What follows belongs to an exercise in optimizing a design on an open flow for small area and a short achievable clock period; a production flow would make more cautious choices.
In this exercise RTL edits were held to simulation tests only and were not proved equivalent to the original.
Power figures rest on the tool's default switching activity, not on a simulated workload.

## design.v

```verilog
`timescale 1ns/1ps
module FloatingPoint_Multiplier_Complete (
    input wire         clk,
    input wire         rst,
    input  wire [15:0] a,
    input  wire [15:0] b,
    output reg  [15:0] result,
    output reg         overflow,
    output reg         underflow
);
    wire es_g0 = a[10] & b[10];
    wire es_p0 = a[10] ^ b[10];
    wire es_g1 = a[11] & b[11];
    wire es_p1 = a[11] ^ b[11];
    wire es_g2 = a[12] & b[12];
    wire es_p2 = a[12] ^ b[12];
    wire es_g3 = a[13] & b[13];
    wire es_p3 = a[13] ^ b[13];
    wire es_g4 = a[14] & b[14];
    wire es_p4 = a[14] ^ b[14];
    wire es_G0_1 = es_g1 | (es_p1 & es_g0);
    wire es_P0_1 = es_p1 & es_p0;
    wire es_G0_2 = es_g2 | (es_p2 & es_g1);
    wire es_P0_2 = es_p2 & es_p1;
    wire es_G0_3 = es_g3 | (es_p3 & es_g2);
    wire es_P0_3 = es_p3 & es_p2;
    wire es_G0_4 = es_g4 | (es_p4 & es_g3);
    wire es_P0_4 = es_p4 & es_p3;
    wire es_G1_2 = es_G0_2 | (es_P0_2 & es_g0);
    wire es_P1_2 = es_P0_2 & es_p0;
    wire es_G1_3 = es_G0_3 | (es_P0_3 & es_G0_1);
    wire es_P1_3 = es_P0_3 & es_P0_1;
    wire es_G1_4 = es_G0_4 | (es_P0_4 & es_G0_2);
    wire es_P1_4 = es_P0_4 & es_P0_2;
    wire es_G2_4 = es_G1_4 | (es_P1_4 & es_g0);
    wire es_P2_4 = es_P1_4 & es_p0;
    wire es_s1 = es_p1 ^ es_g0;
    wire es_s2 = es_p2 ^ es_G0_1;
    wire es_s3 = es_p3 ^ es_G1_2;
    wire es_s4 = es_p4 ^ es_G1_3;
    reg        r1_sign, r1_ha;
    reg  [5:0] r1_es;    
    reg  [9:0] r1_ma;
    reg  [5:0] r1_one, r1_two;    
    reg  [4:0] r1_neg;
    wire [12:0] yb = {2'b00, b[14:10] != 5'd0, b[9:0]};
    always @(posedge clk) begin
        r1_sign <= a[15] ^ b[15];
        r1_es   <= ((a[14:0] == 15'd0) | (b[14:0] == 15'd0)) ? 6'h3f : {es_G2_4, es_s4, es_s3, es_s2, es_s1, es_p0};
        r1_ha   <= a[14:10] != 5'd0;
        r1_ma   <= a[9:0];
        r1_one[0] <= yb[0] ^ 1'b0;
        r1_two[0] <= (yb[1] & ~yb[0] & ~1'b0) | (~yb[1] & yb[0] & 1'b0);
        r1_neg[0] <= yb[1];
        r1_one[1] <= yb[2] ^ yb[1];
        r1_two[1] <= (yb[3] & ~yb[2] & ~yb[1]) | (~yb[3] & yb[2] & yb[1]);
        r1_neg[1] <= yb[3];
        r1_one[2] <= yb[4] ^ yb[3];
        r1_two[2] <= (yb[5] & ~yb[4] & ~yb[3]) | (~yb[5] & yb[4] & yb[3]);
        r1_neg[2] <= yb[5];
        r1_one[3] <= yb[6] ^ yb[5];
        r1_two[3] <= (yb[7] & ~yb[6] & ~yb[5]) | (~yb[7] & yb[6] & yb[5]);
        r1_neg[3] <= yb[7];
        r1_one[4] <= yb[8] ^ yb[7];
        r1_two[4] <= (yb[9] & ~yb[8] & ~yb[7]) | (~yb[9] & yb[8] & yb[7]);
        r1_neg[4] <= yb[9];
        r1_one[5] <= yb[10] ^ yb[9];
        r1_two[5] <= (yb[11] & ~yb[10] & ~yb[9]) | (~yb[11] & yb[10] & yb[9]);
    end
    wire [10:0] mx = {r1_ha, r1_ma};
    wire bp0_0 = ((r1_one[0] & mx[0])) ^ r1_neg[0];
    wire bp0_1 = ((r1_one[0] & mx[1]) | (r1_two[0] & mx[0])) ^ r1_neg[0];
    wire bp0_2 = ((r1_one[0] & mx[2]) | (r1_two[0] & mx[1])) ^ r1_neg[0];
    wire bp0_3 = ((r1_one[0] & mx[3]) | (r1_two[0] & mx[2])) ^ r1_neg[0];
    wire bp0_4 = ((r1_one[0] & mx[4]) | (r1_two[0] & mx[3])) ^ r1_neg[0];
    wire bp0_5 = ((r1_one[0] & mx[5]) | (r1_two[0] & mx[4])) ^ r1_neg[0];
    wire bp0_6 = ((r1_one[0] & mx[6]) | (r1_two[0] & mx[5])) ^ r1_neg[0];
    wire bp0_7 = ((r1_one[0] & mx[7]) | (r1_two[0] & mx[6])) ^ r1_neg[0];
    wire bp0_8 = ((r1_one[0] & mx[8]) | (r1_two[0] & mx[7])) ^ r1_neg[0];
    wire bp0_9 = ((r1_one[0] & mx[9]) | (r1_two[0] & mx[8])) ^ r1_neg[0];
    wire bp0_10 = ((r1_one[0] & mx[10]) | (r1_two[0] & mx[9])) ^ r1_neg[0];
    wire bp0_11 = ((r1_two[0] & mx[10])) ^ r1_neg[0];
    wire bp1_0 = ((r1_one[1] & mx[0])) ^ r1_neg[1];
    wire bp1_1 = ((r1_one[1] & mx[1]) | (r1_two[1] & mx[0])) ^ r1_neg[1];
    wire bp1_2 = ((r1_one[1] & mx[2]) | (r1_two[1] & mx[1])) ^ r1_neg[1];
    wire bp1_3 = ((r1_one[1] & mx[3]) | (r1_two[1] & mx[2])) ^ r1_neg[1];
    wire bp1_4 = ((r1_one[1] & mx[4]) | (r1_two[1] & mx[3])) ^ r1_neg[1];
    wire bp1_5 = ((r1_one[1] & mx[5]) | (r1_two[1] & mx[4])) ^ r1_neg[1];
    wire bp1_6 = ((r1_one[1] & mx[6]) | (r1_two[1] & mx[5])) ^ r1_neg[1];
    wire bp1_7 = ((r1_one[1] & mx[7]) | (r1_two[1] & mx[6])) ^ r1_neg[1];
    wire bp1_8 = ((r1_one[1] & mx[8]) | (r1_two[1] & mx[7])) ^ r1_neg[1];
    wire bp1_9 = ((r1_one[1] & mx[9]) | (r1_two[1] & mx[8])) ^ r1_neg[1];
    wire bp1_10 = ((r1_one[1] & mx[10]) | (r1_two[1] & mx[9])) ^ r1_neg[1];
    wire bp1_11 = ((r1_two[1] & mx[10])) ^ r1_neg[1];
    wire bp2_0 = ((r1_one[2] & mx[0])) ^ r1_neg[2];
    wire bp2_1 = ((r1_one[2] & mx[1]) | (r1_two[2] & mx[0])) ^ r1_neg[2];
    wire bp2_2 = ((r1_one[2] & mx[2]) | (r1_two[2] & mx[1])) ^ r1_neg[2];
    wire bp2_3 = ((r1_one[2] & mx[3]) | (r1_two[2] & mx[2])) ^ r1_neg[2];
    wire bp2_4 = ((r1_one[2] & mx[4]) | (r1_two[2] & mx[3])) ^ r1_neg[2];
    wire bp2_5 = ((r1_one[2] & mx[5]) | (r1_two[2] & mx[4])) ^ r1_neg[2];
    wire bp2_6 = ((r1_one[2] & mx[6]) | (r1_two[2] & mx[5])) ^ r1_neg[2];
    wire bp2_7 = ((r1_one[2] & mx[7]) | (r1_two[2] & mx[6])) ^ r1_neg[2];
    wire bp2_8 = ((r1_one[2] & mx[8]) | (r1_two[2] & mx[7])) ^ r1_neg[2];
    wire bp2_9 = ((r1_one[2] & mx[9]) | (r1_two[2] & mx[8])) ^ r1_neg[2];
    wire bp2_10 = ((r1_one[2] & mx[10]) | (r1_two[2] & mx[9])) ^ r1_neg[2];
    wire bp2_11 = ((r1_two[2] & mx[10])) ^ r1_neg[2];
    wire bp3_0 = ((r1_one[3] & mx[0])) ^ r1_neg[3];
    wire bp3_1 = ((r1_one[3] & mx[1]) | (r1_two[3] & mx[0])) ^ r1_neg[3];
    wire bp3_2 = ((r1_one[3] & mx[2]) | (r1_two[3] & mx[1])) ^ r1_neg[3];
    wire bp3_3 = ((r1_one[3] & mx[3]) | (r1_two[3] & mx[2])) ^ r1_neg[3];
    wire bp3_4 = ((r1_one[3] & mx[4]) | (r1_two[3] & mx[3])) ^ r1_neg[3];
    wire bp3_5 = ((r1_one[3] & mx[5]) | (r1_two[3] & mx[4])) ^ r1_neg[3];
    wire bp3_6 = ((r1_one[3] & mx[6]) | (r1_two[3] & mx[5])) ^ r1_neg[3];
    wire bp3_7 = ((r1_one[3] & mx[7]) | (r1_two[3] & mx[6])) ^ r1_neg[3];
    wire bp3_8 = ((r1_one[3] & mx[8]) | (r1_two[3] & mx[7])) ^ r1_neg[3];
    wire bp3_9 = ((r1_one[3] & mx[9]) | (r1_two[3] & mx[8])) ^ r1_neg[3];
    wire bp3_10 = ((r1_one[3] & mx[10]) | (r1_two[3] & mx[9])) ^ r1_neg[3];
    wire bp3_11 = ((r1_two[3] & mx[10])) ^ r1_neg[3];
    wire bp4_0 = ((r1_one[4] & mx[0])) ^ r1_neg[4];
    wire bp4_1 = ((r1_one[4] & mx[1]) | (r1_two[4] & mx[0])) ^ r1_neg[4];
    wire bp4_2 = ((r1_one[4] & mx[2]) | (r1_two[4] & mx[1])) ^ r1_neg[4];
    wire bp4_3 = ((r1_one[4] & mx[3]) | (r1_two[4] & mx[2])) ^ r1_neg[4];
    wire bp4_4 = ((r1_one[4] & mx[4]) | (r1_two[4] & mx[3])) ^ r1_neg[4];
    wire bp4_5 = ((r1_one[4] & mx[5]) | (r1_two[4] & mx[4])) ^ r1_neg[4];
    wire bp4_6 = ((r1_one[4] & mx[6]) | (r1_two[4] & mx[5])) ^ r1_neg[4];
    wire bp4_7 = ((r1_one[4] & mx[7]) | (r1_two[4] & mx[6])) ^ r1_neg[4];
    wire bp4_8 = ((r1_one[4] & mx[8]) | (r1_two[4] & mx[7])) ^ r1_neg[4];
    wire bp4_9 = ((r1_one[4] & mx[9]) | (r1_two[4] & mx[8])) ^ r1_neg[4];
    wire bp4_10 = ((r1_one[4] & mx[10]) | (r1_two[4] & mx[9])) ^ r1_neg[4];
    wire bp4_11 = ((r1_two[4] & mx[10])) ^ r1_neg[4];
    wire bp5_0 = (r1_one[5] & mx[0]);
    wire bp5_1 = (r1_one[5] & mx[1]) | (r1_two[5] & mx[0]);
    wire bp5_2 = (r1_one[5] & mx[2]) | (r1_two[5] & mx[1]);
    wire bp5_3 = (r1_one[5] & mx[3]) | (r1_two[5] & mx[2]);
    wire bp5_4 = (r1_one[5] & mx[4]) | (r1_two[5] & mx[3]);
    wire bp5_5 = (r1_one[5] & mx[5]) | (r1_two[5] & mx[4]);
    wire bp5_6 = (r1_one[5] & mx[6]) | (r1_two[5] & mx[5]);
    wire bp5_7 = (r1_one[5] & mx[7]) | (r1_two[5] & mx[6]);
    wire bp5_8 = (r1_one[5] & mx[8]) | (r1_two[5] & mx[7]);
    wire bp5_9 = (r1_one[5] & mx[9]) | (r1_two[5] & mx[8]);
    wire bp5_10 = (r1_one[5] & mx[10]) | (r1_two[5] & mx[9]);
    wire bp5_11 = (r1_two[5] & mx[10]);
    wire hs0 = r1_neg[3] ^ bp0_6;
    wire hc0 = r1_neg[3] & bp0_6;
    wire hs1 = bp0_7 ^ bp1_5;
    wire hc1 = bp0_7 & bp1_5;
    wire fs0 = r1_neg[4] ^ bp0_8 ^ bp1_6;
    wire fc0 = (r1_neg[4] & bp0_8) | (r1_neg[4] & bp1_6) | (bp0_8 & bp1_6);
    wire hs2 = bp2_4 ^ bp3_2;
    wire hc2 = bp2_4 & bp3_2;
    wire fs1 = bp0_9 ^ bp1_7 ^ bp2_5;
    wire fc1 = (bp0_9 & bp1_7) | (bp0_9 & bp2_5) | (bp1_7 & bp2_5);
    wire hs3 = bp3_3 ^ bp4_1;
    wire hc3 = bp3_3 & bp4_1;
    wire fs2 = bp0_10 ^ bp1_8 ^ bp2_6;
    wire fc2 = (bp0_10 & bp1_8) | (bp0_10 & bp2_6) | (bp1_8 & bp2_6);
    wire fs3 = bp3_4 ^ bp4_2 ^ bp5_0;
    wire fc3 = (bp3_4 & bp4_2) | (bp3_4 & bp5_0) | (bp4_2 & bp5_0);
    wire fs4 = bp0_11 ^ bp1_9 ^ bp2_7;
    wire fc4 = (bp0_11 & bp1_9) | (bp0_11 & bp2_7) | (bp1_9 & bp2_7);
    wire fs5 = bp3_5 ^ bp4_3 ^ bp5_1;
    wire fc5 = (bp3_5 & bp4_3) | (bp3_5 & bp5_1) | (bp4_3 & bp5_1);
    wire fs6 = r1_neg[0] ^ bp1_10 ^ bp2_8;
    wire fc6 = (r1_neg[0] & bp1_10) | (r1_neg[0] & bp2_8) | (bp1_10 & bp2_8);
    wire fs7 = bp3_6 ^ bp4_4 ^ bp5_2;
    wire fc7 = (bp3_6 & bp4_4) | (bp3_6 & bp5_2) | (bp4_4 & bp5_2);
    wire fs8 = r1_neg[0] ^ bp1_11 ^ bp2_9;
    wire fc8 = (r1_neg[0] & bp1_11) | (r1_neg[0] & bp2_9) | (bp1_11 & bp2_9);
    wire fs9 = bp3_7 ^ bp4_5 ^ bp5_3;
    wire fc9 = (bp3_7 & bp4_5) | (bp3_7 & bp5_3) | (bp4_5 & bp5_3);
    wire fs10 = ~r1_neg[0] ^ ~r1_neg[1] ^ bp2_10;
    wire fc10 = (~r1_neg[0] & ~r1_neg[1]) | (~r1_neg[0] & bp2_10) | (~r1_neg[1] & bp2_10);
    wire fs11 = bp3_8 ^ bp4_6 ^ bp5_4;
    wire fc11 = (bp3_8 & bp4_6) | (bp3_8 & bp5_4) | (bp4_6 & bp5_4);
    wire fs12 = 1'b1 ^ bp2_11 ^ bp3_9;
    wire fc12 = (1'b1 & bp2_11) | (1'b1 & bp3_9) | (bp2_11 & bp3_9);
    wire hs4 = bp4_7 ^ bp5_5;
    wire hc4 = bp4_7 & bp5_5;
    wire fs13 = ~r1_neg[2] ^ bp3_10 ^ bp4_8;
    wire fc13 = (~r1_neg[2] & bp3_10) | (~r1_neg[2] & bp4_8) | (bp3_10 & bp4_8);
    wire hs5 = 1'b1 ^ bp3_11;
    wire hc5 = 1'b1 & bp3_11;
    wire hs6 = r1_neg[2] ^ bp0_4;
    wire hc6 = r1_neg[2] & bp0_4;
    wire hs7 = bp0_5 ^ bp1_3;
    wire hc7 = bp0_5 & bp1_3;
    wire fs14 = bp1_4 ^ bp2_2 ^ bp3_0;
    wire fc14 = (bp1_4 & bp2_2) | (bp1_4 & bp3_0) | (bp2_2 & bp3_0);
    wire fs15 = bp2_3 ^ bp3_1 ^ hc0;
    wire fc15 = (bp2_3 & bp3_1) | (bp2_3 & hc0) | (bp3_1 & hc0);
    wire fs16 = bp4_0 ^ hc1 ^ hs2;
    wire fc16 = (bp4_0 & hc1) | (bp4_0 & hs2) | (hc1 & hs2);
    wire fs17 = hc2 ^ hs3 ^ fc0;
    wire fc17 = (hc2 & hs3) | (hc2 & fc0) | (hs3 & fc0);
    wire fs18 = hc3 ^ fc1 ^ fs2;
    wire fc18 = (hc3 & fc1) | (hc3 & fs2) | (fc1 & fs2);
    wire fs19 = fc2 ^ fc3 ^ fs4;
    wire fc19 = (fc2 & fc3) | (fc2 & fs4) | (fc3 & fs4);
    wire fs20 = fc4 ^ fc5 ^ fs6;
    wire fc20 = (fc4 & fc5) | (fc4 & fs6) | (fc5 & fs6);
    wire fs21 = fc6 ^ fc7 ^ fs8;
    wire fc21 = (fc6 & fc7) | (fc6 & fs8) | (fc7 & fs8);
    wire fs22 = fc8 ^ fc9 ^ fs10;
    wire fc22 = (fc8 & fc9) | (fc8 & fs10) | (fc9 & fs10);
    wire fs23 = hs4 ^ fc10 ^ fc11;
    wire fc23 = (hs4 & fc10) | (hs4 & fc11) | (fc10 & fc11);
    wire fs24 = bp5_6 ^ hc4 ^ fc12;
    wire fc24 = (bp5_6 & hc4) | (bp5_6 & fc12) | (hc4 & fc12);
    wire fs25 = bp4_9 ^ bp5_7 ^ hs5;
    wire fc25 = (bp4_9 & bp5_7) | (bp4_9 & hs5) | (bp5_7 & hs5);
    wire fs26 = ~r1_neg[3] ^ bp4_10 ^ bp5_8;
    wire fc26 = (~r1_neg[3] & bp4_10) | (~r1_neg[3] & bp5_8) | (bp4_10 & bp5_8);
    wire hs8 = 1'b1 ^ bp4_11;
    wire hc8 = 1'b1 & bp4_11;
    wire hs9 = r1_neg[1] ^ bp0_2;
    wire hc9 = r1_neg[1] & bp0_2;
    wire hs10 = bp0_3 ^ bp1_1;
    wire hc10 = bp0_3 & bp1_1;
    wire fs27 = bp1_2 ^ bp2_0 ^ hs6;
    wire fc27 = (bp1_2 & bp2_0) | (bp1_2 & hs6) | (bp2_0 & hs6);
    wire fs28 = bp2_1 ^ hc6 ^ hs7;
    wire fc28 = (bp2_1 & hc6) | (bp2_1 & hs7) | (hc6 & hs7);
    wire fs29 = hc7 ^ hs0 ^ fs14;
    wire fc29 = (hc7 & hs0) | (hc7 & fs14) | (hs0 & fs14);
    wire fs30 = hs1 ^ fc14 ^ fs15;
    wire fc30 = (hs1 & fc14) | (hs1 & fs15) | (fc14 & fs15);
    wire fs31 = fs0 ^ fc15 ^ fs16;
    wire fc31 = (fs0 & fc15) | (fs0 & fs16) | (fc15 & fs16);
    wire fs32 = fs1 ^ fc16 ^ fs17;
    wire fc32 = (fs1 & fc16) | (fs1 & fs17) | (fc16 & fs17);
    wire fs33 = fs3 ^ fc17 ^ fs18;
    wire fc33 = (fs3 & fc17) | (fs3 & fs18) | (fc17 & fs18);
    wire fs34 = fs5 ^ fc18 ^ fs19;
    wire fc34 = (fs5 & fc18) | (fs5 & fs19) | (fc18 & fs19);
    wire fs35 = fs7 ^ fc19 ^ fs20;
    wire fc35 = (fs7 & fc19) | (fs7 & fs20) | (fc19 & fs20);
    wire fs36 = fs9 ^ fc20 ^ fs21;
    wire fc36 = (fs9 & fc20) | (fs9 & fs21) | (fc20 & fs21);
    wire fs37 = fs11 ^ fc21 ^ fs22;
    wire fc37 = (fs11 & fc21) | (fs11 & fs22) | (fc21 & fs22);
    wire fs38 = fs12 ^ fc22 ^ fs23;
    wire fc38 = (fs12 & fc22) | (fs12 & fs23) | (fc22 & fs23);
    wire fs39 = fs13 ^ fc23 ^ fs24;
    wire fc39 = (fs13 & fc23) | (fs13 & fs24) | (fc23 & fs24);
    wire fs40 = fc13 ^ fc24 ^ fs25;
    wire fc40 = (fc13 & fc24) | (fc13 & fs25) | (fc24 & fs25);
    wire fs41 = hc5 ^ fs26 ^ fc25;
    wire fc41 = (hc5 & fs26) | (hc5 & fc25) | (fs26 & fc25);
    wire fs42 = bp5_9 ^ hs8 ^ fc26;
    wire fc42 = (bp5_9 & hs8) | (bp5_9 & fc26) | (hs8 & fc26);
    wire fs43 = ~r1_neg[4] ^ bp5_10 ^ hc8;
    wire fc43 = (~r1_neg[4] & bp5_10) | (~r1_neg[4] & hc8) | (bp5_10 & hc8);
    wire hs11 = 1'b1 ^ bp5_11;
    wire lo_g0 = r1_neg[0] & bp0_0;
    wire lo_p0 = r1_neg[0] ^ bp0_0;
    wire lo_g2 = bp1_0 & hs9;
    wire lo_p2 = bp1_0 ^ hs9;
    wire lo_g3 = hc9 & hs10;
    wire lo_p3 = hc9 ^ hs10;
    wire lo_g4 = hc10 & fs27;
    wire lo_p4 = hc10 ^ fs27;
    wire lo_g5 = fc27 & fs28;
    wire lo_p5 = fc27 ^ fs28;
    wire lo_g6 = fc28 & fs29;
    wire lo_p6 = fc28 ^ fs29;
    wire lo_g7 = fc29 & fs30;
    wire lo_p7 = fc29 ^ fs30;
    wire lo_G0_1 = (bp0_1 & lo_g0);
    wire lo_P0_1 = bp0_1 & lo_p0;
    wire lo_G0_2 = lo_g2;
    wire lo_P0_2 = lo_p2 & bp0_1;
    wire lo_G0_3 = lo_g3 | (lo_p3 & lo_g2);
    wire lo_P0_3 = lo_p3 & lo_p2;
    wire lo_G0_4 = lo_g4 | (lo_p4 & lo_g3);
    wire lo_P0_4 = lo_p4 & lo_p3;
    wire lo_G0_5 = lo_g5 | (lo_p5 & lo_g4);
    wire lo_P0_5 = lo_p5 & lo_p4;
    wire lo_G0_6 = lo_g6 | (lo_p6 & lo_g5);
    wire lo_P0_6 = lo_p6 & lo_p5;
    wire lo_G0_7 = lo_g7 | (lo_p7 & lo_g6);
    wire lo_P0_7 = lo_p7 & lo_p6;
    wire lo_G1_2 = lo_G0_2 | (lo_P0_2 & lo_g0);
    wire lo_P1_2 = lo_P0_2 & lo_p0;
    wire lo_G1_3 = lo_G0_3 | (lo_P0_3 & lo_G0_1);
    wire lo_P1_3 = lo_P0_3 & lo_P0_1;
    wire lo_G1_4 = lo_G0_4 | (lo_P0_4 & lo_G0_2);
    wire lo_P1_4 = lo_P0_4 & lo_P0_2;
    wire lo_G1_5 = lo_G0_5 | (lo_P0_5 & lo_G0_3);
    wire lo_P1_5 = lo_P0_5 & lo_P0_3;
    wire lo_G1_6 = lo_G0_6 | (lo_P0_6 & lo_G0_4);
    wire lo_P1_6 = lo_P0_6 & lo_P0_4;
    wire lo_G1_7 = lo_G0_7 | (lo_P0_7 & lo_G0_5);
    wire lo_P1_7 = lo_P0_7 & lo_P0_5;
    wire lo_G2_4 = lo_G1_4 | (lo_P1_4 & lo_g0);
    wire lo_P2_4 = lo_P1_4 & lo_p0;
    wire lo_G2_5 = lo_G1_5 | (lo_P1_5 & lo_G0_1);
    wire lo_P2_5 = lo_P1_5 & lo_P0_1;
    wire lo_G2_6 = lo_G1_6 | (lo_P1_6 & lo_G1_2);
    wire lo_P2_6 = lo_P1_6 & lo_P1_2;
    wire lo_G2_7 = lo_G1_7 | (lo_P1_7 & lo_G1_3);
    wire lo_P2_7 = lo_P1_7 & lo_P1_3;
    wire lo_s1 = bp0_1 ^ lo_g0;
    wire lo_s2 = lo_p2 ^ lo_G0_1;
    wire lo_s3 = lo_p3 ^ lo_G1_2;
    wire lo_s4 = lo_p4 ^ lo_G1_3;
    wire lo_s5 = lo_p5 ^ lo_G2_4;
    wire lo_s6 = lo_p6 ^ lo_G2_5;
    wire lo_s7 = lo_p7 ^ lo_G2_6;
    wire [7:0] nlo = {lo_s7, lo_s6, lo_s5, lo_s4, lo_s3, lo_s2, lo_s1, lo_p0};
    wire zq0 = ~(r1_neg[0] ^ bp0_0);
    wire zq1 = ~(bp0_1 ^ (r1_neg[0] | bp0_0));
    wire zq2 = ~((bp1_0 ^ hs9) ^ bp0_1);
    wire zq3 = ~((hc9 ^ hs10) ^ (bp1_0 | hs9));
    wire zq4 = ~((hc10 ^ fs27) ^ (hc9 | hs10));
    wire zq5 = ~((fc27 ^ fs28) ^ (hc10 | fs27));
    wire zq6 = ~((fc28 ^ fs29) ^ (fc27 | fs28));
    wire zq7 = ~((fc29 ^ fs30) ^ (fc28 | fs29));
    wire zq8 = ~((fc30 ^ fs31) ^ (fc29 | fs30));
    wire zq9 = ~((fc31 ^ fs32) ^ (fc30 | fs31));
    wire zr1 = ~(bp0_1 ^ (r1_neg[0] & bp0_0));
    wire z08 = zq0 & zq1 & zq2 & zq3 & zq4 & zq5 & zq6 & zq7 & zq8;    
    wire z19 = zr1 & zq2 & zq3 & zq4 & zq5 & zq6 & zq7 & zq8 & zq9;    
    reg [21:8] r2_a;
    reg [21:8] r2_b;
    reg        r2_cin;
    reg        r2_zA;
    reg        r2_zB;
    reg        r2_z0c;
    reg        r2_z1c;
    reg        r2_sign;
    reg  [5:0] r2_es;
    always @(posedge clk) begin
        r2_cin <= lo_G2_7;
        r2_zA <= zq2 & zq3 & zq4 & zq5;
        r2_zB <= zq6 & zq7 & zq8;
        r2_z0c <= zq0 & zq1;
        r2_z1c <= zr1 & zq9;
        r2_a[8] <= fc30;
        r2_b[8] <= fs31;
        r2_a[9] <= fc31;
        r2_b[9] <= fs32;
        r2_a[10] <= fc32;
        r2_b[10] <= fs33;
        r2_a[11] <= fc33;
        r2_b[11] <= fs34;
        r2_a[12] <= fc34;
        r2_b[12] <= fs35;
        r2_a[13] <= fc35;
        r2_b[13] <= fs36;
        r2_a[14] <= fc36;
        r2_b[14] <= fs37;
        r2_a[15] <= fs38;
        r2_b[15] <= fc37;
        r2_a[16] <= fc38;
        r2_b[16] <= fs39;
        r2_a[17] <= fc39;
        r2_b[17] <= fs40;
        r2_a[18] <= fc40;
        r2_b[18] <= fs41;
        r2_a[19] <= fs42;
        r2_b[19] <= fc41;
        r2_a[20] <= fs43;
        r2_b[20] <= fc42;
        r2_a[21] <= hs11;
        r2_b[21] <= fc43;
        r2_sign <= r1_sign;
        r2_es <= r1_es;
    end
    wire hi_g0 = r2_a[8] & r2_b[8];
    wire hi_p0 = r2_a[8] ^ r2_b[8];
    wire hi_g1 = r2_a[9] & r2_b[9];
    wire hi_p1 = r2_a[9] ^ r2_b[9];
    wire hi_g2 = r2_a[10] & r2_b[10];
    wire hi_p2 = r2_a[10] ^ r2_b[10];
    wire hi_g3 = r2_a[11] & r2_b[11];
    wire hi_p3 = r2_a[11] ^ r2_b[11];
    wire hi_g4 = r2_a[12] & r2_b[12];
    wire hi_p4 = r2_a[12] ^ r2_b[12];
    wire hi_g5 = r2_a[13] & r2_b[13];
    wire hi_p5 = r2_a[13] ^ r2_b[13];
    wire hi_g6 = r2_a[14] & r2_b[14];
    wire hi_p6 = r2_a[14] ^ r2_b[14];
    wire hi_g7 = r2_a[15] & r2_b[15];
    wire hi_p7 = r2_a[15] ^ r2_b[15];
    wire hi_g8 = r2_a[16] & r2_b[16];
    wire hi_p8 = r2_a[16] ^ r2_b[16];
    wire hi_g9 = r2_a[17] & r2_b[17];
    wire hi_p9 = r2_a[17] ^ r2_b[17];
    wire hi_g10 = r2_a[18] & r2_b[18];
    wire hi_p10 = r2_a[18] ^ r2_b[18];
    wire hi_g11 = r2_a[19] & r2_b[19];
    wire hi_p11 = r2_a[19] ^ r2_b[19];
    wire hi_g12 = r2_a[20] & r2_b[20];
    wire hi_p12 = r2_a[20] ^ r2_b[20];
    wire hi_g13 = r2_a[21] & r2_b[21];
    wire hi_p13 = r2_a[21] ^ r2_b[21];
    wire hi_G0_1 = hi_g1 | (hi_p1 & hi_g0);
    wire hi_P0_1 = hi_p1 & hi_p0;
    wire hi_G0_2 = hi_g2 | (hi_p2 & hi_g1);
    wire hi_P0_2 = hi_p2 & hi_p1;
    wire hi_G0_3 = hi_g3 | (hi_p3 & hi_g2);
    wire hi_P0_3 = hi_p3 & hi_p2;
    wire hi_G0_4 = hi_g4 | (hi_p4 & hi_g3);
    wire hi_P0_4 = hi_p4 & hi_p3;
    wire hi_G0_5 = hi_g5 | (hi_p5 & hi_g4);
    wire hi_P0_5 = hi_p5 & hi_p4;
    wire hi_G0_6 = hi_g6 | (hi_p6 & hi_g5);
    wire hi_P0_6 = hi_p6 & hi_p5;
    wire hi_G0_7 = hi_g7 | (hi_p7 & hi_g6);
    wire hi_P0_7 = hi_p7 & hi_p6;
    wire hi_G0_8 = hi_g8 | (hi_p8 & hi_g7);
    wire hi_P0_8 = hi_p8 & hi_p7;
    wire hi_G0_9 = hi_g9 | (hi_p9 & hi_g8);
    wire hi_P0_9 = hi_p9 & hi_p8;
    wire hi_G0_10 = hi_g10 | (hi_p10 & hi_g9);
    wire hi_P0_10 = hi_p10 & hi_p9;
    wire hi_G0_11 = hi_g11 | (hi_p11 & hi_g10);
    wire hi_P0_11 = hi_p11 & hi_p10;
    wire hi_G0_12 = hi_g12 | (hi_p12 & hi_g11);
    wire hi_P0_12 = hi_p12 & hi_p11;
    wire hi_G0_13 = hi_g13 | (hi_p13 & hi_g12);
    wire hi_P0_13 = hi_p13 & hi_p12;
    wire hi_G1_2 = hi_G0_2 | (hi_P0_2 & hi_g0);
    wire hi_P1_2 = hi_P0_2 & hi_p0;
    wire hi_G1_3 = hi_G0_3 | (hi_P0_3 & hi_G0_1);
    wire hi_P1_3 = hi_P0_3 & hi_P0_1;
    wire hi_G1_4 = hi_G0_4 | (hi_P0_4 & hi_G0_2);
    wire hi_P1_4 = hi_P0_4 & hi_P0_2;
    wire hi_G1_5 = hi_G0_5 | (hi_P0_5 & hi_G0_3);
    wire hi_P1_5 = hi_P0_5 & hi_P0_3;
    wire hi_G1_6 = hi_G0_6 | (hi_P0_6 & hi_G0_4);
    wire hi_P1_6 = hi_P0_6 & hi_P0_4;
    wire hi_G1_7 = hi_G0_7 | (hi_P0_7 & hi_G0_5);
    wire hi_P1_7 = hi_P0_7 & hi_P0_5;
    wire hi_G1_8 = hi_G0_8 | (hi_P0_8 & hi_G0_6);
    wire hi_P1_8 = hi_P0_8 & hi_P0_6;
    wire hi_G1_9 = hi_G0_9 | (hi_P0_9 & hi_G0_7);
    wire hi_P1_9 = hi_P0_9 & hi_P0_7;
    wire hi_G1_10 = hi_G0_10 | (hi_P0_10 & hi_G0_8);
    wire hi_P1_10 = hi_P0_10 & hi_P0_8;
    wire hi_G1_11 = hi_G0_11 | (hi_P0_11 & hi_G0_9);
    wire hi_P1_11 = hi_P0_11 & hi_P0_9;
    wire hi_G1_12 = hi_G0_12 | (hi_P0_12 & hi_G0_10);
    wire hi_P1_12 = hi_P0_12 & hi_P0_10;
    wire hi_G1_13 = hi_G0_13 | (hi_P0_13 & hi_G0_11);
    wire hi_P1_13 = hi_P0_13 & hi_P0_11;
    wire hi_G2_4 = hi_G1_4 | (hi_P1_4 & hi_g0);
    wire hi_P2_4 = hi_P1_4 & hi_p0;
    wire hi_G2_5 = hi_G1_5 | (hi_P1_5 & hi_G0_1);
    wire hi_P2_5 = hi_P1_5 & hi_P0_1;
    wire hi_G2_6 = hi_G1_6 | (hi_P1_6 & hi_G1_2);
    wire hi_P2_6 = hi_P1_6 & hi_P1_2;
    wire hi_G2_7 = hi_G1_7 | (hi_P1_7 & hi_G1_3);
    wire hi_P2_7 = hi_P1_7 & hi_P1_3;
    wire hi_G2_8 = hi_G1_8 | (hi_P1_8 & hi_G1_4);
    wire hi_P2_8 = hi_P1_8 & hi_P1_4;
    wire hi_G2_9 = hi_G1_9 | (hi_P1_9 & hi_G1_5);
    wire hi_P2_9 = hi_P1_9 & hi_P1_5;
    wire hi_G2_10 = hi_G1_10 | (hi_P1_10 & hi_G1_6);
    wire hi_P2_10 = hi_P1_10 & hi_P1_6;
    wire hi_G2_11 = hi_G1_11 | (hi_P1_11 & hi_G1_7);
    wire hi_P2_11 = hi_P1_11 & hi_P1_7;
    wire hi_G2_12 = hi_G1_12 | (hi_P1_12 & hi_G1_8);
    wire hi_P2_12 = hi_P1_12 & hi_P1_8;
    wire hi_G2_13 = hi_G1_13 | (hi_P1_13 & hi_G1_9);
    wire hi_P2_13 = hi_P1_13 & hi_P1_9;
    wire hi_G3_8 = hi_G2_8 | (hi_P2_8 & hi_g0);
    wire hi_P3_8 = hi_P2_8 & hi_p0;
    wire hi_G3_9 = hi_G2_9 | (hi_P2_9 & hi_G0_1);
    wire hi_P3_9 = hi_P2_9 & hi_P0_1;
    wire hi_G3_10 = hi_G2_10 | (hi_P2_10 & hi_G1_2);
    wire hi_P3_10 = hi_P2_10 & hi_P1_2;
    wire hi_G3_11 = hi_G2_11 | (hi_P2_11 & hi_G1_3);
    wire hi_P3_11 = hi_P2_11 & hi_P1_3;
    wire hi_G3_12 = hi_G2_12 | (hi_P2_12 & hi_G2_4);
    wire hi_P3_12 = hi_P2_12 & hi_P2_4;
    wire hi_G3_13 = hi_G2_13 | (hi_P2_13 & hi_G2_5);
    wire hi_P3_13 = hi_P2_13 & hi_P2_5;
    wire hi_s0 = hi_p0 ^ r2_cin;
    wire hi_C1 = hi_g0 | (hi_p0 & r2_cin);
    wire hi_s1 = hi_p1 ^ hi_C1;
    wire hi_C2 = hi_G0_1 | (hi_P0_1 & r2_cin);
    wire hi_s2 = hi_p2 ^ hi_C2;
    wire hi_C3 = hi_G1_2 | (hi_P1_2 & r2_cin);
    wire hi_s3 = hi_p3 ^ hi_C3;
    wire hi_C4 = hi_G1_3 | (hi_P1_3 & r2_cin);
    wire hi_s4 = hi_p4 ^ hi_C4;
    wire hi_C5 = hi_G2_4 | (hi_P2_4 & r2_cin);
    wire hi_s5 = hi_p5 ^ hi_C5;
    wire hi_C6 = hi_G2_5 | (hi_P2_5 & r2_cin);
    wire hi_s6 = hi_p6 ^ hi_C6;
    wire hi_C7 = hi_G2_6 | (hi_P2_6 & r2_cin);
    wire hi_s7 = hi_p7 ^ hi_C7;
    wire hi_C8 = hi_G2_7 | (hi_P2_7 & r2_cin);
    wire hi_s8 = hi_p8 ^ hi_C8;
    wire hi_C9 = hi_G3_8 | (hi_P3_8 & r2_cin);
    wire hi_s9 = hi_p9 ^ hi_C9;
    wire hi_C10 = hi_G3_9 | (hi_P3_9 & r2_cin);
    wire hi_s10 = hi_p10 ^ hi_C10;
    wire hi_C11 = hi_G3_10 | (hi_P3_10 & r2_cin);
    wire hi_s11 = hi_p11 ^ hi_C11;
    wire hi_C12 = hi_G3_11 | (hi_P3_11 & r2_cin);
    wire hi_s12 = hi_p12 ^ hi_C12;
    wire hi_C13 = hi_G3_12 | (hi_P3_12 & r2_cin);
    wire hi_s13 = hi_p13 ^ hi_C13;
    wire hi_C14 = hi_G3_13 | (hi_P3_13 & r2_cin);
    wire tie0 = hi_s1 & r2_zA & r2_zB & r2_z0c;
    wire tie1 = hi_s2 & r2_zA & r2_zB & r2_z1c;
    wire r0_a0_1 = hi_s2 & hi_s1;
    wire r0_a0_2 = hi_s3 & hi_s2;
    wire r0_a0_3 = hi_s4 & hi_s3;
    wire r0_a0_4 = hi_s5 & hi_s4;
    wire r0_a0_5 = hi_s6 & hi_s5;
    wire r0_a0_6 = hi_s7 & hi_s6;
    wire r0_a0_7 = hi_s8 & hi_s7;
    wire r0_a0_8 = hi_s9 & hi_s8;
    wire r0_a0_9 = hi_s10 & hi_s9;
    wire r0_a0_10 = hi_s11 & hi_s10;
    wire r0_a0_11 = hi_s12 & hi_s11;
    wire r0_a1_2 = r0_a0_2 & hi_s1;
    wire r0_a1_3 = r0_a0_3 & r0_a0_1;
    wire r0_a1_4 = r0_a0_4 & r0_a0_2;
    wire r0_a1_5 = r0_a0_5 & r0_a0_3;
    wire r0_a1_6 = r0_a0_6 & r0_a0_4;
    wire r0_a1_7 = r0_a0_7 & r0_a0_5;
    wire r0_a1_8 = r0_a0_8 & r0_a0_6;
    wire r0_a1_9 = r0_a0_9 & r0_a0_7;
    wire r0_a1_10 = r0_a0_10 & r0_a0_8;
    wire r0_a1_11 = r0_a0_11 & r0_a0_9;
    wire r0_a2_4 = r0_a1_4 & hi_s1;
    wire r0_a2_5 = r0_a1_5 & r0_a0_1;
    wire r0_a2_6 = r0_a1_6 & r0_a1_2;
    wire r0_a2_7 = r0_a1_7 & r0_a1_3;
    wire r0_a2_8 = r0_a1_8 & r0_a1_4;
    wire r0_a2_9 = r0_a1_9 & r0_a1_5;
    wire r0_a2_10 = r0_a1_10 & r0_a1_6;
    wire r0_a2_11 = r0_a1_11 & r0_a1_7;
    wire r0_a3_8 = r0_a2_8 & hi_s1;
    wire r0_a3_9 = r0_a2_9 & r0_a0_1;
    wire r0_a3_10 = r0_a2_10 & r0_a1_2;
    wire r0_a3_11 = r0_a2_11 & r0_a1_3;
    wire r0_0 = hi_s2 ^ hi_s1;
    wire r0_1 = hi_s3 ^ r0_a0_1;
    wire r0_2 = hi_s4 ^ r0_a1_2;
    wire r0_3 = hi_s5 ^ r0_a1_3;
    wire r0_4 = hi_s6 ^ r0_a2_4;
    wire r0_5 = hi_s7 ^ r0_a2_5;
    wire r0_6 = hi_s8 ^ r0_a2_6;
    wire r0_7 = hi_s9 ^ r0_a2_7;
    wire r0_8 = hi_s10 ^ r0_a3_8;
    wire r0_9 = hi_s11 ^ r0_a3_9;
    wire r0_10 = hi_s12 ^ r0_a3_10;
    wire c9 = (r2_a[8] & r2_b[8]) | ((r2_a[8] ^ r2_b[8]) & r2_cin);
    wire ones920 = ((r2_a[9] ^ r2_b[9]) ^ c9) & ((r2_a[9] & r2_b[9]) ^ (r2_a[10] ^ r2_b[10])) & ((r2_a[10] & r2_b[10]) ^ (r2_a[11] ^ r2_b[11])) & ((r2_a[11] & r2_b[11]) ^ (r2_a[12] ^ r2_b[12])) & ((r2_a[12] & r2_b[12]) ^ (r2_a[13] ^ r2_b[13])) & ((r2_a[13] & r2_b[13]) ^ (r2_a[14] ^ r2_b[14])) & ((r2_a[14] & r2_b[14]) ^ (r2_a[15] ^ r2_b[15])) & ((r2_a[15] & r2_b[15]) ^ (r2_a[16] ^ r2_b[16])) & ((r2_a[16] & r2_b[16]) ^ (r2_a[17] ^ r2_b[17])) & ((r2_a[17] & r2_b[17]) ^ (r2_a[18] ^ r2_b[18])) & ((r2_a[18] & r2_b[18]) ^ (r2_a[19] ^ r2_b[19])) & ((r2_a[19] & r2_b[19]) ^ (r2_a[20] ^ r2_b[20]));
    wire r0_top = hi_s13 | ones920;    
    wire r1_a0_1 = hi_s3 & hi_s2;
    wire r1_a0_2 = hi_s4 & hi_s3;
    wire r1_a0_3 = hi_s5 & hi_s4;
    wire r1_a0_4 = hi_s6 & hi_s5;
    wire r1_a0_5 = hi_s7 & hi_s6;
    wire r1_a0_6 = hi_s8 & hi_s7;
    wire r1_a0_7 = hi_s9 & hi_s8;
    wire r1_a0_8 = hi_s10 & hi_s9;
    wire r1_a0_9 = hi_s11 & hi_s10;
    wire r1_a0_10 = hi_s12 & hi_s11;
    wire r1_a1_2 = r1_a0_2 & hi_s2;
    wire r1_a1_3 = r1_a0_3 & r1_a0_1;
    wire r1_a1_4 = r1_a0_4 & r1_a0_2;
    wire r1_a1_5 = r1_a0_5 & r1_a0_3;
    wire r1_a1_6 = r1_a0_6 & r1_a0_4;
    wire r1_a1_7 = r1_a0_7 & r1_a0_5;
    wire r1_a1_8 = r1_a0_8 & r1_a0_6;
    wire r1_a1_9 = r1_a0_9 & r1_a0_7;
    wire r1_a1_10 = r1_a0_10 & r1_a0_8;
    wire r1_a2_4 = r1_a1_4 & hi_s2;
    wire r1_a2_5 = r1_a1_5 & r1_a0_1;
    wire r1_a2_6 = r1_a1_6 & r1_a1_2;
    wire r1_a2_7 = r1_a1_7 & r1_a1_3;
    wire r1_a2_8 = r1_a1_8 & r1_a1_4;
    wire r1_a2_9 = r1_a1_9 & r1_a1_5;
    wire r1_a2_10 = r1_a1_10 & r1_a1_6;
    wire r1_a3_8 = r1_a2_8 & hi_s2;
    wire r1_a3_9 = r1_a2_9 & r1_a0_1;
    wire r1_a3_10 = r1_a2_10 & r1_a1_2;
    wire r1_0 = hi_s3 ^ hi_s2;
    wire r1_1 = hi_s4 ^ r1_a0_1;
    wire r1_2 = hi_s5 ^ r1_a1_2;
    wire r1_3 = hi_s6 ^ r1_a1_3;
    wire r1_4 = hi_s7 ^ r1_a2_4;
    wire r1_5 = hi_s8 ^ r1_a2_5;
    wire r1_6 = hi_s9 ^ r1_a2_6;
    wire r1_7 = hi_s10 ^ r1_a2_7;
    wire r1_8 = hi_s11 ^ r1_a3_8;
    wire r1_9 = hi_s12 ^ r1_a3_9;
    wire [9:0] mant0 = {r0_9, r0_8, r0_7, r0_6, r0_5, r0_4, r0_3, r0_2, r0_1, r0_0} & ~{9'd0, tie0};
    wire [9:0] mant1 = {r1_9, r1_8, r1_7, r1_6, r1_5, r1_4, r1_3, r1_2, r1_1, r1_0} & ~{9'd0, tie1};
    wire [9:0] mant  = r0_top ? mant1 : mant0;
    wire       r2_zero = &r2_es;
    wire       ovf0 = r2_es >= 6'd46;
    wire       ovf1 = r2_es >= 6'd45;
    wire       unf0 = r2_es <= 6'd15;
    wire       unf1 = r2_es <= 6'd14;
    wire [4:0] ef0  = r2_es[4:0] + 5'd17;
    wire [4:0] ef1  = r2_es[4:0] + 5'd18;
    wire       ovf  = r0_top ? ovf1 : ovf0;
    wire       unf  = r0_top ? unf1 : unf0;
    wire [4:0] ef   = r0_top ? ef1 : ef0;
    reg        r3_nz, r3_ovf, r3_unf;    
    reg [15:0] r3_val;
    always @(posedge clk or posedge rst) begin
        if (rst) begin
            r3_nz  <= 1'b0;
            r3_ovf <= 1'b0;
            r3_unf <= 1'b0;
        end else begin
            r3_nz  <= ~r2_zero & ~ovf & ~unf;
            r3_ovf <= ~r2_zero & ovf;
            r3_unf <= ~r2_zero & ~ovf & unf;
        end
    end
    always @(posedge clk) r3_val <= {r2_sign, ef, mant};
    always @(*) begin
        result    = r3_nz ? r3_val : (r3_ovf ? 16'h7F80 : 16'd0);
        overflow  = r3_ovf;
        underflow = r3_unf;
    end
endmodule
```

## flow/run.sh

```bash
#!/bin/bash
# Own layout flow: the standard flow (standard.sh) with two changes:
#  - synthesis runs Yosys's synth without its generic "abc -fast" pass
#    (-noabc), so the full adders written in the RTL reach extract_fa as
#    written instead of being remapped first; everything else in
#    synth_recipe.tcl (flatten, renames, registers) is unchanged;
#  - port buffers use the buffer cell named in flow/ports.txt.
# Each tool's output is in the ORFS logs under orfs/logs; make's own output
# goes to flow.log here.
set -euo pipefail
here=$(pwd)
first=$(head -n 1 synth_recipe.tcl)
if [[ "$first" != 'proc synth {args} { yosys synth -nofsm -noshare {*}$args }' ]]; then
  echo "unexpected first line of synth_recipe.tcl: $first" >&2
  exit 1
fi
{ echo 'proc synth {args} { yosys synth -nofsm -noshare -noabc {*}$args }'; tail -n +2 synth_recipe.tcl; } > own_synth.tcl
buf=$(tr -d ' \n' < flow/ports.txt)
sed -e "s#SYNTH_SCRIPT=[^ ]*#SYNTH_SCRIPT=$here/own_synth.tcl 'BUFFER_PORTS_ARGS=-buffer_cell $buf'#" standard.sh > own_standard.sh
grep -q own_synth.tcl own_standard.sh
bash own_standard.sh > flow.log 2>&1
```

## flow/ports.txt

```
sky130_fd_sc_hd__buf_1
```

## standard.sh

```bash
#!/bin/bash
# synth_recipe.tcl (not shown) runs the flow's synth.tcl, then flattens the netlist and writes it again
# the make line also repeats each setting of config.mk as NAME=value (left out here)
make -C /OpenROAD-flow-scripts/flow DESIGN_CONFIG=/design/flow/config.mk WORK_HOME=/design/flow/orfs CLKGATE_MAP_FILE= SYNTH_SCRIPT=/design/flow/synth_recipe.tcl "${@:-finish}"
```

## config.mk

```make
export PLATFORM = sky130hd
export DESIGN_NAME = FloatingPoint_Multiplier_Complete
export DESIGN_NICKNAME = FloatingPoint_Multiplier_Complete
export VERILOG_FILES = /design/flow/design.v
export SDC_FILE = /design/flow/constraint.sdc
export NUM_CORES = 4
export LEC_CHECK = 0
export ABC_CLOCK_PERIOD_IN_PS = 2500
export CAP_MARGIN = 20
export CORE_MARGIN = 2
export CORE_UTILIZATION = 65
export CTS_BUF_LIST = sky130_fd_sc_hd__clkbuf_8
export SETUP_SLACK_MARGIN = 4.7
export SLEW_MARGIN = 20
```

## constraint.sdc

```tcl
create_clock -name core_clock -period 7.5 [get_ports {clk}]
set_input_delay 1.5000 -clock core_clock [delete_from_list [all_inputs] [get_ports {clk}]]
set_output_delay 1.5000 -clock core_clock [all_outputs]
set_load 0.01 [all_outputs]
```

==> results of run 1 <==
-- per-stage QoR --
step	area (um2)	total power [uW]	setup slack [ns]
after floorplan	6530	2300	4.71
after global placement	6720	2620	4.53
after detailed placement	6720	2680	4.44
after CTS	6980	3070	4.68
after global routing	7220	3530	4.65
final	7220	3220	4.76
-- worst paths after layout --
kind	start	to	slack, ns	cells after the start
min in group asynchronous	rst	r3_nz	0.94	2
hold / removal	r1_es[2]	r2_es[2]	0.33	0
hold reg to reg	r1_es[2]	r2_es[2]	0.33	0
setup / recovery	r2_a[9]	r3_nz	4.76	10
setup reg to reg	r2_a[9]	r3_nz	4.76	10
max in group asynchronous	rst	r3_nz	6.42	2
-- synth_stat cells (2+ instances only) --
master | number | share of area
a21oi_1 | 15 | 0.012
a211oi_1 | 2 | 0.0023
buf_6 | 2 | 0.0035
dfxtp_1 | 91 | 0.28
a22o_1 | 7 | 0.0094
inv_1 | 35 | 0.020
nand4_1 | 7 | 0.0067
a22oi_1 | 54 | 0.062
nor2_1 | 18 | 0.010
nor4_1 | 5 | 0.0048
nand2b_1 | 5 | 0.0048
and2_1 | 14 | 0.013
fa_1 | 55 | 0.17
dfrtp_1 | 3 | 0.012
buf_1 | 4 | 0.0023
buf_2 | 3 | 0.0023
and3_1 | 4 | 0.0038
nand3_1 | 9 | 0.0069
mux2i_1 | 3 | 0.0046
xor2_1 | 28 | 0.038
or2_2 | 2 | 0.0019
a41oi_1 | 2 | 0.0027
clkbuf_1 | 26 | 0.015
nor3_1 | 6 | 0.0046
xnor2_1 | 79 | 0.11
o21ai_0 | 16 | 0.012
a21o_1 | 4 | 0.0046
o211ai_1 | 3 | 0.0035
nor2b_1 | 9 | 0.0086
a31oi_1 | 3 | 0.0029
nand2_1 | 62 | 0.036
ha_1 | 54 | 0.10
o21bai_1 | 3 | 0.0035
-- registers in the layout, summed over array words and instances, names as in the netlist --
name / count
r1_es: 6
r1_ha: 1
r1_ma: 10
r1_neg: 5
r1_one: 6
r1_sign: 1
r1_two: 6
r2_a: 14
r2_b: 14
r2_cin: 1
r2_es: 6
r2_sign: 1
r2_z0c: 1
r2_z1c: 1
r2_zA: 1
r2_zB: 1
r3_nz: 1
r3_ovf: 1
r3_unf: 1
r3_val: 16
-- layer usage --
metal  vias up  part of all wire  GRT usage  routed length, um
met3        18             0.049     0.0508                659
met1      2311              0.46      0.349               6140
li1       2281                 -          -                  -
met2       136              0.48      0.414               6350
met4         0             0.016     0.0840                214
met5         -                 0          0                  0
-- power by group --
part,total [uW],switching [uW],internal [uW]
clock network,360,191,169
registers,781,117,664
logic,2080,1140,944
-- what timing repair did --
action                                  4_1_cts  5_1_grt
resized for setup                            20       42
endpoints found under the setup margin       23       20
cloned                                        0        2
pin swaps                                     0        2
setup buffers                                 2       11
hold buffers                                  0        0
-- kinds of logic (layout without fill, tap and decap cells) --
family	Yosys count	in the layout	synth area share
simple gates	146	146	0.108
compound gates	119	119	0.131
fa+ha+maj	109	109	0.272
xor+xnor	108	108	0.146
flops	94	94	0.291
buf+inv	71	115	0.0443
mux	4	6	0.00690
-- area by class of cell --
cell class	count	area [um2]
Clock buffer	10	138
Clock inverter	6	72.6
Fill cell	727	2550
Inverter	35	131
Multi-Input combinational cell	488	4450
Sequential cell	94	1970
Tap cell	133	166
Timing Repair Buffer	64	295
==> results.txt, run 1 <==
post-route clock period utilization -> 0.365
IO Port Bufs -> 51
commonest cells after routing, fill and taps aside -> 75 x xnor2_1, 69 x dfxtp_1, 62 x nand2_1, 54 x fa_1, 52 x ha_1
RSZ-0062 raised after global routing -> true
relative slew slack -> 0.638
Routed WL per cell -> 16.1 um
core area -> 0.00977 mm2
drt drc -> 0
Setup Skew -> 0.0107 ns
maxcap violations -> 0
vias -> 4746
total die area -> 0.0109 mm2
CP peak stage delay -> 0.39 ns
CP max stage cell -> fa_2
number of buffers and inverters on the critical path -> 0
antenna diode count -> 0
Yosys Warn Count -> 1
fin cells -> 830
post-synthesis sequential area ratio -> 0.291
#FFs+latches synth -> 94
initial antenna violation count -> 0
layout cells sized above 1 -> 0.119
Antenna Nets Post-Route -> 0
# setup viols final -> 0
Tmin final -> 2.74 ns
initial core utilization -> 0.667
clock buffer depth -> 2
Placer Congestion -> 0.866
first-pass GRT wire length -> 22400 um
worst-path fanout max -> 6
Boundary Pins -> 52
crit end category -> flip-flop
Worst setup SP type -> flip-flop
num rows -> 36
DR pass1 iterations -> 5
Synth Instances -> 651
crit-path cells -> ha_1, fa_2, nor3_1, o21ai_1, nand2_1, o41a_1, mux2_4, and3_1, o31ai_2, nor2b_1
pwr/cell area -> 446 mW/mm2
setup TNS -> 0 ns
area delta synth->final -> 10.7%
placed insts -> 799
CP delay by family, top -> simple AND/OR/NAND/NOR gates
hold slack -> 0.334 ns
Num CTS Buffers -> 9
Main synth FF type -> dfxtp_1
largest net degree at the start of global routing -> 31
Final Hold Fails -> 0
Die X -> 104 um
vias in the first global route -> 4770
number of synthesized flops with an enable pin -> 0
Async SR Flop Fraction -> 0.0319
Synth Cell Area -> 0.00652 mm2
Iter 0 DRT Violations -> 299
Clock Latency Late Sink -> 0.37 ns
total grt overflow -> 0
Avg Cell Area, Syn -> 10.0 um2
Leak Pwr -> 0.00301 uW
Global Route Usage Sum -> 0.257
Slew Limit Fails -> 0
VDD IR-drop max -> 0.000393 V
hpwl dp -> 10000 um
CTS tree -> built
Crit Path Class -> flip-flop to flip-flop
Slew @ Worst Pin -> 0.541 ns
fmax -> 0.365 GHz
htree depth -> 3
total wire length -> 13400 um
Root Buffer -> clkbuf_8
commonest non-fill, non-tap cell in the layout -> xnor2_1
Net Count, Synth -> 794
clk sinks -> 94
Synth cell types -> 51
fin util -> 0.739
Clk pin slew, worst setup/hold paths -> 0.10 ns
Tightest Hold Check Type -> flip-flop to flip-flop
Nets -> 835
outcome -> complete, no violations
Arrival @ worst endpoint -> 3.05 ns
vias per cell -> 5.72
Critical Path RT -> 7.81 ns
Die Ht -> 104 um
==> inputs of run 2 (changes only) <==
--- a/config.mk
+++ b/config.mk
@@ -9,5 +9,5 @@
 export CAP_MARGIN = 20
 export CORE_MARGIN = 2
-export CORE_UTILIZATION = 65
+export CORE_UTILIZATION = 55
 export CTS_BUF_LIST = sky130_fd_sc_hd__clkbuf_8
 export SETUP_SLACK_MARGIN = 4.7
==> run 2 against run 1 <==
  * Still clean on timing, DRC and antenna
  * Clock power shrank 6.1%
  * Sequential cell count did not move
  * Non-clock buffer count fell by 8
  * Final cell count unchanged
  * Sequential power increased by 0.6%
  * Synthesized area did not move
  * Count of clock-buffer cells in the layout unchanged
  * Largest power group unchanged
==> results.txt, run 2 <==
outcome -> complete, no violations
crit end category -> flip-flop
largest cells by area after synthesis -> dfxtp_1 28%, fa_1 17%, xnor2_1 11%
Global Route met2 Usage -> 0.353 (-0.0610)
IO Port Bufs -> 51 (unchanged)
Commonest cells post-synth -> 91 x dfxtp_1, 79 x xnor2_1, 62 x nand2_1, 55 x fa_1
largest net degree at the start of global routing -> 31 (unchanged)
Root Buffer -> clkbuf_8
core area -> 0.0115 mm2 (+18%)
Setup Skew -> 0.0111 ns (+0.000339 ns)
CTS tree -> built
fmax -> 0.368 GHz (+0.73%)
Critical Path RT -> 7.81 ns (about the same)
worst-path fanout max -> 8 (+2)
Top Registers -> r3_val: 16 flops, r2_a: 14 flops, r2_b: 14 flops
antenna diode count -> 0 (unchanged)
Placer Congestion -> 0.847 (-2.2%)
Clock Latency Late Sink -> 0.38 ns (about the same)
Tot Pwr -> 3130 uW (-3.0%)
Crit Path Class -> flip-flop to flip-flop
clk sinks -> 94 (unchanged)
Clk pin slew, worst setup/hold paths -> 0.09 ns (about the same)
htree depth -> 3 (unchanged)
Antenna Nets Post-Route -> 0 (unchanged)
pwr/cell area -> 438 mW/mm2 (-2.0%)
total grt overflow -> 0 (unchanged)
Boundary Pins -> 52 (unchanged)
post-synthesis sequential area ratio -> 0.291 (unchanged)
Nets -> 826 (-1.1%)
Largest register FFs -> 16 (unchanged)
DR pass1 iterations -> 16 (+11)
Async SR Flop Fraction -> 0.0319 (unchanged)
CP peak stage delay -> 0.45 ns (+0.06 ns)
flop2flop setup slack -> 4.78 ns (+0.02 ns)
Num CTS Buffers -> 9 (unchanged)
Main synth FF type -> dfxtp_1
Die X -> 113 um (+8.4%)
Die Ht -> 113 um (+8.4%)
VDD IR-drop max -> 0.000181 V (-54%)
Post-CTS Hold Fix Bufs -> 0 (unchanged)
crit-path cells -> ha_1, fa_1, a211oi_2, nor2_1, nand2_1, o41a_1, mux2_4, and3_1, o31ai_4, nor2b_1
setup TNS -> 0 ns (unchanged)
vias per cell -> 5.57 (-2.7%)
drt drc -> 0 (unchanged)
Leak Pwr -> 0.00295 uW (-1.9%)
fin util -> 0.620 (-0.119)
Final Hold Fails -> 0 (unchanged)
CP max stage cell -> fa_1
GRT busiest layer -> met2
Avg Cell Area, Syn -> 10.0 um2 (unchanged)
layout cells sized above 1 -> 0.0990 (-0.0201)
Iter 0 DRT Violations -> 310 (+3.7%)
Synth Instances -> 651 (unchanged)
met3 GRT Util -> 0.0354 (-0.0154)
commonest non-fill, non-tap cell in the layout -> xnor2_1
clock buffer depth -> 2 (unchanged)
first-pass GRT wire length -> 22100 um (-1.6%)
initial core utilization -> 0.566 (-0.101)
Arrival @ worst endpoint -> 3.03 ns (-0.02 ns)
total wire length -> 13100 um (-1.8%)
Synth cell types -> 51 (unchanged)
#FFs+latches synth -> 94 (unchanged)
Global Route Usage Sum -> 0.218 (-0.0384)
Net Count, Synth -> 794 (unchanged)
Yosys Warn Count -> 1 (unchanged)
total die area -> 0.0127 mm2 (+17%)
num rows -> 39 (+8.3%)
post-route clock period utilization -> 0.362 (-0.00266)
hpwl dp -> 10100 um (+0.25%)
Largest Register -> r3_val
Slew @ Worst Pin -> 0.507 ns (-0.0340 ns)
Routed WL per cell -> 15.8 um (-1.8%)
Tmin final -> 2.72 ns (-0.0199 ns)
Tightest Hold Check Type -> flip-flop to flip-flop
RSZ-0062 raised after global routing -> true
vias -> 4619 (-2.7%)
Slew Limit Fails -> 0 (unchanged)
Worst setup SP type -> flip-flop
initial antenna violation count -> 0 (unchanged)
maxcap violations -> 0 (unchanged)
most numerous cell in the Yosys netlist -> dfxtp_1
Synth Cell Area -> 0.00652 mm2 (unchanged)
number of synthesized flops with an enable pin -> 0 (unchanged)
largest area contributor in the netlist -> dfxtp_1
relative slew slack -> 0.661 (+0.0227)
# setup viols final -> 0 (unchanged)
met1 GRT Util -> 0.296 (-0.0532)
area delta synth->final -> 9.49%
vias in the first global route -> 4589 (-3.8%)
commonest cells after routing, fill and taps aside -> 76 x xnor2_1, 69 x dfxtp_1, 62 x nand2_1, 54 x fa_1, 54 x ha_1
top cell type's share of synthesized area -> 0.279 (unchanged)
## run 2: cell count changes in the layout (fill, tap and decap cells not counted), sizes merged
cell	delta
clkbuf	-2
inv	-2
clkinvlp	+1
mux2	-1
buf	-6
## run 2: worst max-delay path, delay by kind of cell (launching register included)
family / cells / cell delay [ns]
DFF: 1 / 0.33
adders and majority gates: 2 / 0.68
and+or+nand+nor: 4 / 0.60
muxes: 1 / 0.36
AOI/OAI and AO/OA: 3 / 0.68
## run 2: final cells by class
type	count	area (um2)
Multi-Input combinational cell	487	4440
Fill cell	1006	4370
Sequential cell	94	1970
Timing Repair Buffer	56	233
Tap cell	143	179
Clock buffer	10	138
Inverter	35	131
Clock inverter	5	53.8
## run 2: report_power, final
| group | internal [uW] | total [uW] | switching (uW) |
|---|---|---|---|
| Combinational | 911 | 2000 | 1090 |
| Sequential | 664 | 786 | 122 |
| Clock | 160 | 338 | 179 |
## run 2: what timing repair did
action                     in CTS  in global routing
buffers inserted                1                  4
setup endpoints to repair      20                 19
cloned                          0                  1
pin swaps                       0                  3
resized for setup              19                 40
## run 2: worst paths after layout
check	from	endpoint	cells after the start
max in group asynchronous	rst	r3_nz	2
min reg2reg	r1_es[2]	r2_es[2]	0
min in group asynchronous	rst	r3_unf	2
max	r2_a[11]	r3_nz	10
min	r1_es[2]	r2_es[2]	0
max reg2reg	r2_a[11]	r3_nz	10
## run 2: kinds of logic after synthesis
| group | share of synthesized area |
|---|---|
| adder cells (fa/ha/maj) | 0.272 |
| AND/OR/NAND/NOR | 0.108 |
| AO/OA/AOI/OAI | 0.131 |
| multiplexers | 0.00690 |
| buffers and inverters | 0.0443 |
| XOR/XNOR | 0.146 |
| flip-flops | 0.291 |
## run 2: through the flow
| stage | cells | cell area (um2) | hold WS (ns) | setup WS, ns |
|---|---|---|---|---|
| after floorplan | 651 | 6530 | 0.310 | 4.71 |
| after global placement | 809 | 6740 | 0.310 | 4.53 |
| after detailed placement | 809 | 6740 | 0.312 | 4.45 |
| after CTS | 825 | 6960 | 0.334 | 4.69 |
| after global routing | 830 | 7140 | 0.338 | 4.68 |
| final | 830 | 7140 | 0.333 | 4.78 |
## run 2: layer usage
metal / up-vias / share of wire
met5: - / 0
met4: 0 / 0.024
met2: 103 / 0.46
met1: 2236 / 0.48
met3: 23 / 0.039
li1: 2257 / -
==> inputs of run 3 (changes only) <==
--- a/config.mk
+++ b/config.mk
@@ -11,4 +11,5 @@
 export CORE_UTILIZATION = 55
 export CTS_BUF_LIST = sky130_fd_sc_hd__clkbuf_8
+export PLACE_DENSITY_LB_ADDON = 0.2
 export SETUP_SLACK_MARGIN = 4.7
 export SLEW_MARGIN = 20
==> run 3 against run 2 <==
  * Combinational power is 3% lower
  * Critical path type is now flip-flop to output pin
  * Still clean on timing, DRC and antenna
  * Cell area is 0.39% higher
  * Sequential cell count stayed put
==> results.txt, run 3 <==
# setup viols final -> 0 (unchanged)
Routed WL per cell -> 15.4 um (-2.7%)
commonest non-fill, non-tap cell in the layout -> xnor2_1
Slew @ Worst Pin -> 0.527 ns (+0.0203 ns)
Setup Skew -> 0.0133 ns (+0.00222 ns)
Commonest cells post-synth -> 91 x dfxtp_1, 79 x xnor2_1, 62 x nand2_1, 55 x fa_1
crit end category -> output pin
Nets -> 830 (+0.48%)
post-synthesis compound-gate area fraction -> 0.131 (unchanged)
IO Port Bufs -> 51 (unchanged)
crit-path cells -> buf_4, and2_1, buf_1
Slew Limit Fails -> 0 (unchanged)
Arrival @ worst endpoint -> 1.22 ns (-1.81 ns)
most numerous cell in the Yosys netlist -> dfxtp_1
number of synthesized flops with an enable pin -> 0 (unchanged)
hpwl dp -> 9840 um (-2.1%)
DR pass1 iterations -> 16 (unchanged)
CTS tree -> built
main combinational cell family by area after synthesis -> adder cells
Largest Register -> r3_val
met3 GRT Util -> 0.0311 (-0.00428)
commonest cells after routing, fill and taps aside -> 76 x xnor2_1, 69 x dfxtp_1, 62 x nand2_1, 54 x fa_1, 53 x ha_1
clk sinks -> 94 (unchanged)
Synth Cell Area -> 0.00652 mm2 (unchanged)
clock buffer depth -> 2 (unchanged)
Largest register FFs -> 16 (unchanged)
Main synth FF type -> dfxtp_1
Global Route met2 Usage -> 0.354 (+0.000803)
top cell type's share of synthesized area -> 0.279 (unchanged)
Die Ht -> 113 um (unchanged)
Synth Instances -> 651 (unchanged)
mux contribution to synthesized area -> 0.00690 (unchanged)
worst-path fanout max -> 16 (+8)
Num CTS Buffers -> 9 (unchanged)
vias per cell -> 5.53 (-0.56%)
drt drc -> 0 (unchanged)
maxcap violations -> 0 (unchanged)
layout cells sized above 1 -> 0.104 (+0.00507)
Crit Path Class -> flip-flop to output pin
post-route clock period utilization -> 0.363 (+0.000859)
antenna diode count -> 0 (unchanged)
CP peak stage delay -> 0.41 ns (-0.04 ns)
total grt overflow -> 0 (unchanged)
total die area -> 0.0127 mm2 (unchanged)
Global Route Usage Sum -> 0.207 (-0.0115)
met1 GRT Util -> 0.267 (-0.0290)
Tot Pwr -> 3120 uW (-0.11%)
Root Buffer -> clkbuf_8
Post-Synth Adder-Cell Area -> 0.272 (unchanged)
Synth cell types -> 51 (unchanged)
#FFs+latches synth -> 94 (unchanged)
total wire length -> 12800 um (-2.1%)
Final Hold Fails -> 0 (unchanged)
largest cells by area after synthesis -> dfxtp_1 28%, fa_1 17%, xnor2_1 11%
outcome -> complete, no violations
largest area contributor in the netlist -> dfxtp_1
Die X -> 113 um (unchanged)
xor-xnor portion of the synthesized cell area -> 0.146 (unchanged)
vias -> 4621 (+0.043%)
simple-gate share of the synthesized area -> 0.108 (unchanged)
vias in the first global route -> 4516 (-1.6%)
post-synthesis sequential area ratio -> 0.291 (unchanged)
Worst setup SP type -> flip-flop
Yosys Warn Count -> 1 (unchanged)
setup TNS -> 0 ns (unchanged)
Leak Pwr -> 0.00298 uW (+1.1%)
Tmin final -> 2.72 ns (+0.00644 ns)
Clk pin slew, worst setup/hold paths -> 0.09 ns (about the same)
Filler cells -> 983 (-2.3%)
VDD IR-drop max -> 0.000176 V (-2.5%)
pwr/cell area -> 436 mW/mm2 (-0.49%)
Net Count, Synth -> 794 (unchanged)
number of buffers and inverters on the critical path -> 2 (+2)
initial antenna violation count -> 0 (unchanged)
area delta synth->final -> 9.92%
Critical Path RT -> 6.00 ns (-1.81 ns)
Antenna Nets Post-Route -> 0 (unchanged)
initial core utilization -> 0.566 (unchanged)
Top Registers -> r3_val: 16 flops, r2_a: 14 flops, r2_b: 14 flops
Avg Cell Area, Syn -> 10.0 um2 (unchanged)
Post-CTS Hold Fix Bufs -> 0 (unchanged)
first-pass GRT wire length -> 21400 um (-3.2%)
Tightest Hold Check Type -> flip-flop to flip-flop
Boundary Pins -> 52 (unchanged)
Iter 0 DRT Violations -> 228 (-26%)
CP delay by family, top -> flip-flops
Clock Latency Late Sink -> 0.37 ns (about the same)
Placer Congestion -> 0.930 (+9.8%)
num rows -> 39 (unchanged)
core area -> 0.0115 mm2 (unchanged)
relative slew slack -> 0.649 (-0.0119)
largest net degree at the start of global routing -> 31 (unchanged)
fmax -> 0.367 GHz (-0.24%)
CP max stage cell -> dfrtp_2
htree depth -> 3 (unchanged)
RSZ-0062 raised after global routing -> true
GRT busiest layer -> met2
Async SR Flop Fraction -> 0.0319 (unchanged)
[run 3: cell counts after synthesis]
Identical to the previous run, type by type.
[run 3: final timing paths]
| kind | from | cells past startpoint | endpoint | slack (ns) |
|---|---|---|---|---|
| max in group asynchronous | rst | 2 | r3_nz | 6.40 |
| min | r2_sign | 0 | r3_val[15] | 0.33 |
| min in group asynchronous | rst | 2 | r3_unf | 0.96 |
| max reg2reg | r2_a[14] | 9 | r3_nz | 4.79 |
| min reg2reg | r2_sign | 0 | r3_val[15] | 0.33 |
| max | r3_nz | 3 | result[0] | 4.78 |
[run 3: final cells by class]
class                      count  area, um2  share of cell area
clock buffer                   9        124              0.0173
inverter                      35        131              0.0183
clock inverter                 7        103              0.0143
tap                          143        179              0.0250
sequential                    94       1960               0.273
timing repair buffer          60        262              0.0365
multi-input combinational    487       4410               0.615
[run 3: layer usage]
metal | part of all wire | wire length, um
met5 | 0 | 0
met4 | 0.016 | 210
met3 | 0.043 | 554
met2 | 0.50 | 6480
met1 | 0.44 | 5600
[run 3: stage by stage]
| step | area [um2] | setup slack (ns) | instances | utilization | hold slack (ns) |
|---|---|---|---|---|---|
| 2_1_floorplan | 6530 | 4.71 | 651 | - | 0.310 |
| 3_3_place_gp | 6740 | 4.56 | 809 | 0.585 | 0.311 |
| 3_5_place_dp | 6740 | 4.43 | 809 | 0.585 | 0.312 |
| 4_1_cts | 6990 | 4.66 | 826 | 0.607 | 0.335 |
| 5_1_grt | 7170 | 4.68 | 835 | 0.623 | 0.342 |
| 6_report | 7170 | 4.78 | 835 | 0.623 | 0.335 |
[run 3: worst register-to-register path, cell delays in order, from the launching register on]
cell	delay (ns)
dfxtp_1	0.35
ha_1	0.23
fa_1	0.51
nand4_1	0.13
nor3_1	0.28
a21boi_1	0.18
mux2_4	0.38
and3_1	0.20
o31ai_2	0.23
nor2b_1	0.16
[run 3: where the power goes]
part / internal, uW / switching [uW] / total [uW]
clock: 193 / 193 / 385
sequential: 665 / 118 / 783
combinational: 912 / 1040 / 1950
total: 1770 / 1350 / 3120
[run 3: cells by family (layout without fill, tap and decap cells)]
family,Yosys count,after routing
simple gates,146,146
xor+xnor,108,108
buf+inv,71,111
mux,4,5
compound gates,119,119
flops,94,94
fa+ha+maj,109,109
[run 3: timing repair]
item | 4_1_cts | 5_1_grt
setup endpoints to repair | 19 | 16
cloned | 0 | 1
gates resized for setup | 17 | 36
pin swaps | 0 | 5
setup buffers | 1 | 8

Setup slack of run 3, layout unchanged: 4.777 ns with ideal ports, 4.745 ns with driving cells assumed (clock clkbuf_16, inputs buf_2), 4.551 ns with port delays also shifted by the 0.392 ns mid clock arrival.
